Background: an optimization exercise with open tools, aiming at a short achievable clock period and few clock cycles. Do not read the settings as production practice. The RTL of this run was laid out without a check of its function. Power and IR drop assume default switching activity.

## flow/design.v

```verilog
module MULTI_CYCLE_PROCESSOR#(parameter INSTRUCTION_LEN = 16, INSTRUCTION_MEM_SIZE = 8, DATA_LEN = 16)(input clk ,input reset, output reg [DATA_LEN-1:0] res,
	output [INSTRUCTION_MEM_SIZE-1:0] imem_addr, input [INSTRUCTION_LEN-1:0] imem_data,
	output [4:0] dmem_addr, input [DATA_LEN-1:0] dmem_rdata, output [DATA_LEN-1:0] dmem_wdata, output dmem_we);
	reg [7:0]  pc_f;                  
	reg [15:0] ir_d;                  
	reg [7:0]  pc_d;
	reg        v_d, pred_d;
	reg        v_e, pred_e;           
	reg [1:0]  fn_e;
	reg        r_e, br_e, ld_e, st_e;
	reg [3:0]  rd_e, off_e;
	reg [7:0]  pc_e;
	reg [15:0] a_e, b_e;              
	reg        la_e, lb_e;            
	reg        m_ld, m_we;            
	reg [3:0]  m_rd;
	reg [4:0]  m_addr;
	reg [15:0] m_wdata;
	reg [15:0] rf [0:15];
	assign imem_addr  = pc_f;
	assign dmem_addr  = m_addr;
	assign dmem_wdata = m_wdata;
	assign dmem_we    = m_we;
	wire [15:0] s_add = a_e + b_e;
	wire [15:0] s_sub = a_e - b_e;
	reg  [15:0] alu;
	always @* begin
		case (fn_e)
			2'd0: alu = s_add;
			2'd1: alu = s_sub;
			2'd2: alu = a_e | b_e;
			default: alu = a_e & b_e;
		endcase
	end
	wire w_e = v_e & r_e;             
	wire cond = s_sub[15];
	reg [7:0] tgt;
	always @* begin
		case (fn_e)
			2'd0: tgt = pc_e + {4'd0, off_e};
			2'd1: tgt = pc_e - {4'd0, off_e};
			2'd2: tgt = pc_e | {4'd0, off_e};
			default: tgt = pc_e & {4'd0, off_e};
		endcase
	end
	wire [7:0] pc_e1 = pc_e + 8'd1;
	wire mispredict = v_e & br_e & (cond ^ pred_e);
	wire [7:0] pc_fix = cond ? tgt : pc_e1;
	wire [15:0] xa = la_e ? dmem_rdata : a_e;
	wire [15:0] xb = lb_e ? dmem_rdata : b_e;
	wire [4:0] base = ld_e ? xb[4:0] : xa[4:0];
	reg  [4:0] maddr;
	always @* begin
		case (fn_e)
			2'd0: maddr = {1'b0, off_e} + base;
			2'd1: maddr = {1'b0, off_e} - base;
			2'd2: maddr = {1'b0, off_e} | base;
			default: maddr = {1'b0, off_e} & base;
		endcase
	end
	wire [1:0] opc_d = ir_d[15:14];
	wire [3:0] f1_d = ir_d[11:8];
	wire [3:0] f2_d = ir_d[7:4];
	wire [3:0] f3_d = ir_d[3:0];
	wire r_d  = (opc_d == 2'd0);
	wire br_d = (opc_d == 2'd1);
	wire ld_d = (opc_d == 2'd2);
	wire st_d = (opc_d == 2'd3);
	wire ea_d = w_e & (rd_e == f2_d);           
	wire eb_d = w_e & (rd_e == f3_d);
	wire ma_d = m_ld & (m_rd == f2_d);          
	wire mb_d = m_ld & (m_rd == f3_d);
	wire la_d = v_e & ld_e & (rd_e == f2_d);    
	wire lb_d = v_e & ld_e & (rd_e == f3_d);
	wire stall = v_d & (r_d | br_d) & (la_d | lb_d);
	wire [15:0] ra = ma_d ? dmem_rdata : rf[f2_d];
	wire [15:0] rb = mb_d ? dmem_rdata : rf[f3_d];
	wire [15:0] fa = ea_d ? alu : ra;
	wire [15:0] fb = eb_d ? alu : rb;
	wire pred_f = (imem_data[15:12] == 4'b0101);
	wire [7:0] pc_pred = pred_f ? (pc_f - {4'd0, imem_data[11:8]}) : (pc_f + 8'd1);
	always @(posedge clk or negedge reset) begin
		if (~reset) begin
			pc_f <= 8'd0;
			v_d  <= 1'b0;
			v_e  <= 1'b0;
			m_ld <= 1'b0;
			m_we <= 1'b0;
			res  <= 16'd0;
		end else begin
			if (mispredict)
				pc_f <= pc_fix;
			else if (!stall)
				pc_f <= pc_pred;
			if (mispredict)
				v_d <= 1'b0;
			else if (!stall)
				v_d <= 1'b1;
			v_e  <= v_d & ~stall & ~mispredict;
			m_ld <= v_e & ld_e;
			m_we <= v_e & st_e;
			if (w_e)
				res <= alu;
		end
	end
	always @(posedge clk) begin
		if (!stall) begin
			ir_d   <= imem_data;
			pc_d   <= pc_f;
			pred_d <= pred_f;
		end
		pred_e <= pred_d;
		fn_e   <= ir_d[13:12];
		r_e    <= r_d;
		br_e   <= br_d;
		ld_e   <= ld_d;
		st_e   <= st_d;
		rd_e   <= f1_d;
		off_e  <= ld_d ? f2_d : f1_d;
		pc_e   <= pc_d;
		a_e    <= fa;
		b_e    <= fb;
		la_e   <= la_d;
		lb_e   <= lb_d;
		m_rd    <= rd_e;
		m_addr  <= maddr;
		m_wdata <= xb;
	end
	always @(posedge clk or negedge reset) begin
		if (~reset)
			rf[0] <= 16'd0;
		else if (w_e & (rd_e == 4'd0))
			rf[0] <= alu;
		else if (m_ld & (m_rd == 4'd0))
			rf[0] <= dmem_rdata;
	end
	genvar g;
	generate
		for (g = 1; g < 16; g = g + 1) begin : rfw
			always @(posedge clk) begin
				if (w_e & (rd_e == g))
					rf[g] <= alu;
				else if (m_ld & (m_rd == g))
					rf[g] <= dmem_rdata;
			end
		end
	endgenerate
endmodule
```

## flow/run.sh

```bash
#!/bin/bash
# synth_recipe.tcl (not shown) runs the flow's synth.tcl, then flattens the netlist and writes it again
# the make line also repeats each setting of config.mk as NAME=value (left out here)
make -C /OpenROAD-flow-scripts/flow DESIGN_CONFIG=/design/flow/config.mk WORK_HOME=/design/flow/orfs CLKGATE_MAP_FILE= SYNTH_SCRIPT=/design/flow/synth_recipe.tcl finish
```

## flow/config.mk

```make
export PLATFORM = sky130hd
export DESIGN_NAME = MULTI_CYCLE_PROCESSOR
export DESIGN_NICKNAME = MULTI_CYCLE_PROCESSOR
export VERILOG_FILES = /design/flow/design.v
export SDC_FILE = /design/flow/constraint.sdc
export NUM_CORES = 4
export LEC_CHECK = 0
export ABC_CLOCK_PERIOD_IN_PS = 2000
export CAP_MARGIN = 20
export CORE_MARGIN = 2
export CORE_UTILIZATION = 40
export SETUP_SLACK_MARGIN = 5
export SLEW_MARGIN = 20
export TNS_END_PERCENT = 100
```

## flow/constraint.sdc

```tcl
create_clock -name core_clock -period 8.0 [get_ports {clk}]
set_input_delay 1.6000 -clock core_clock [delete_from_list [all_inputs] [get_ports {clk}]]
set_output_delay 1.6000 -clock core_clock [all_outputs]
set_load 0.01 [all_outputs]
```

==> summary.txt <==
layout by cell type, fill, tap and decap left out, types with 21 or more instances in the layout:
| cell | netlist | routed |
|---|---|---|
| a21oi_1 | 107 | 94 |
| nand4_1 | 44 | 44 |
| nand3_1 | 42 | 41 |
| dfxtp_1 | 82 | 67 |
| a211oi_1 | 30 | 29 |
| mux2i_1 | 37 | 37 |
| ha_1 | 73 | 54 |
| mux2_2 | 54 | 50 |
| clkdlybuf4s50_1 | 0 | 21 |
| dlygate4sd2_1 | 0 | 48 |
| xnor2_1 | 31 | 30 |
| o21ai_0 | 321 | 291 |
| buf_4 | 0 | 142 |
| dfrtp_1 | 44 | 41 |
| a22oi_1 | 178 | 178 |
| nor2_1 | 91 | 79 |
| nand2_1 | 329 | 325 |
| inv_1 | 70 | 57 |
| edfxtp_1 | 265 | 265 |
| o22ai_1 | 35 | 34 |
| clkbuf_16 | 0 | 51 |
metrics by stage:
| stage | hold slack [ps] | std cells | worst slack [ps] | cell area [µm²] | utilization, % |
|---|---|---|---|---|---|
| after detailed placement | 326.9 | 2933 | 3345 | 23780 | 44.10 |
| after global placement | 323.2 | 2933 | 3408 | 23780 | 44.10 |
| after global routing | 344.2 | 3103 | 4730 | 26730 | 49.57 |
| after floorplan | 323.3 | 2275 | 4409 | 21980 | - |
| after CTS | 340.3 | 3056 | 4635 | 25710 | 47.69 |
| final | 339.4 | 3103 | 4885 | 26730 | 49.57 |
flip-flops by register name, indices dropped and copies added (netlist names), 2 cells and up:
name	flops
res	16
rd_e	4
off_e	4
a_e	16
ir_d	16
rf	256
pc_f	8
m_addr	5
pc_e	8
pc_d	8
m_rd	4
b_e	16
fn_e	2
m_wdata	16
how the worst min path moves through the flow:
stage                     slack [ps]               to                from  cells past startpoint
after floorplan                  320  fn_e[0]$_DFF_P_  ir_d[12]$_DFFE_PN_                      0
after global routing             340  pc_e[3]$_DFF_P_   pc_d[3]$_DFFE_PN_                      0
final                            340  pc_e[7]$_DFF_P_   pc_d[7]$_DFFE_PN_                      0
after detailed placement         330  pc_e[7]$_DFF_P_   pc_d[7]$_DFFE_PN_                      0
after global placement           320  pc_e[1]$_DFF_P_   pc_d[1]$_DFFE_PN_                      0
after CTS                        340  pc_e[7]$_DFF_P_   pc_d[7]$_DFFE_PN_                      0
cells by family after synthesis:
family	after synthesis	synth area share (%)
DFF	391	48.98
and+or+nand+nor	606	12.56
AOI/OAI and AO/OA	787	22.35
buffers and inverters	269	4.673
muxes	93	4.650
adders and majority gates	81	4.776
xor gates and xnor gates	48	2.010
where the power goes:
| part | internal, W | switching [W] |
|---|---|---|
| registers | 0.00244 | 0.000207 |
| clock network | 0.00114 | 0.000850 |
| logic | 0.00110 | 0.00150 |
area by class of cell:
class                      count  area (µm²)  area share (%)
multi-input combinational   1615       11130           41.65
sequential                   391       10740           40.17
timing repair buffer         249        2326           8.702
clock buffer                  64        1204           4.503
tap                          696       870.8           3.258
inverter                      72       296.5           1.109
clock inverter                16       161.4          0.6039
what timing repair did:
action	in CTS	in global routing
pin swaps	22	44
setup buffers	42	35
setup endpoints to repair	242	232
gates resized for setup	145	135
gates cloned	1	11
routing by layer:
layer	global-route usage [%]	wire [µm]
met2	45.97	38530
met1	39.49	33450
met5	0.2597	0
met4	15.89	5847
met3	8.292	12210
worst register-to-register path, stage by stage (launching register included):
cell       delay, ps
dfxtp_4          370
inv_4             60
ha_4             130
inv_2             40
fa_2             400
nor2b_4          150
o21ai_2          190
a32oi_2          170
a31oi_2          240
o211ai_1         170
xor2_1           290
a21oi_4          170
clkbuf_16        200
mux2_2           250
==> summary.txt <==
Clock Skews: 36.55 ps
R2R depth: 13
critical path arrival: 3600 ps
Post-DRT Antenna Nets: 0
final-layout fill cell count: 4819
top-count cell post-synth: nand2_1
Worst Setup End Kind: flip-flop
Synth area leaders: edfxtp_1, dfxtp_1, o21ai_0
fin crit period: 3115 ps
post-DP HPWL: 52.60 mm
Port Buf Inserts: 79
largest net degree at the start of global routing: 53
critical path cell sequence: clkbuf_4, nand2_1, o21ai_0, a21oi_2, a31oi_1, xor2_1, ha_1, a21oi_2, xor2_1, o21ai_1, o32ai_1
WP buf/inv: 1
YS warnings: 2
Clock Sinks: 391
CP top delay family: compound AO/OA/AOI/OAI gates
starting DRC count in detailed routing: 3485
vias in the first global route: 19210
max-cap viol count: 0
crit path launch: dmem_rdata[2]
Tcrit/Tclk final: 38.94%
insertion delay to the later sink of the worst-skew pair: 600 ps
die area: 56500 µm²
maximum VDD drop: 184.8 µV
Max Clk Rate: 321.0 MHz
Crit Path Category: in2reg
vias per cell: 6.587
WL final: 90.05 mm
row count: 85
Clock Path Buffers: 3
Post-synth EDFFs: 265
syn nets: 2387
first-pass GRT wire length: 125.6 mm
initial antenna violation count: 1
CP Depth: 11
Worst Path Max Fanout: 20
Residual DRC: 0
fraction of layout cells with a size suffix above 1: 19.48%
Critical Path Max Stage Delay: 320 ps
Num CTS Buffers: 44
ys flop type: edfxtp_1
area leader, netlist: edfxtp_1
gr usage total: 30.29%
number of diodes: 0
Final nets: 2485
# setup viols final: 0
H-tree Lvls: 2
Critical Path Sink: m_addr[4]$_DFF_P_
Final Hold Vio Count: 0
flop2flop setup slack: 4920 ps
Synth Register Bits: 391
die height: 237.7 µm
most common library cells after synthesis: nand2_1, o21ai_0, edfxtp_1
Congestion Overflow GR: 0
vias: 20440
synth unique cells: 77
I/O pins: 80
CTS tree: done
Reg clk slew, reported paths: 60 ps
Synth top area share: 36.42%
area grow syn2layout: 22.34%
Cell Area, Synth: 21850 µm²
hold buffers post-CTS: 0
Hold Crit Class: reg2reg
Crit Reg-Reg Endpoint: rf[1][14]$_DFFE_PP_
worst rel slew slack: 15.82%
cells after synthesis: 2275
Power Density: 270.8 nW/µm²
register area share after synthesis: 48.98%
Starting Density: 40.52%
total power: 0.007237 W
slowest CP cell: ha_1
CTS root buf: clkbuf_16
drt pass-1 iters: 8
core area: 53920 µm²
die extent in x: 237.7 µm
Synth Area per Inst: 9.603 µm²
unrepaired setup endpoints after global routing: true
Max Slew Vio Count: 0
FFs w/ async S/R, synth: 11.25%
Setup Total Neg Slack: 0 ps
leakage: 10.21 nW
Least-Margin Pin Slew: 1260 ps
DR WL/cell: 29.02 µm
CP startpoint kind: input pin
Placer Congestion: 0.9552
Req. time, crit path: 8480 ps
status: finished clean
r2r startpoint: a_e[0]$_DFF_P_

-- port drivers added, routing unchanged --
In the flow no input, the clock included, has a driving cell. The finished layout below was timed again as built, in two steps. Step 1 assumes that a clkbuf_16 drives the clock port and a buf_2 every other input. Step 2 moves the port delays by t, midway between the first and last clock arrival at a register: inputs arrive t later, outputs are due t later. That takes back most of the time a late clock gives input paths. Slacks: no drivers / after step 1 / after step 2; pairs: no drivers / after step 1.
t, ns: 0.641
setup WS [ns]: 4.885 / 4.870 / 4.229
hold slack, ns: 0.339 / 0.339 / 0.339
worst register clock-pin slew, ns: 0.07 / 0.07
cell pins on the clock port's net: 1
After both steps this run still meets setup and hold. For this run, drivers alone change the setup slack by -0.015 ns; drivers and shift together by -0.656 ns.
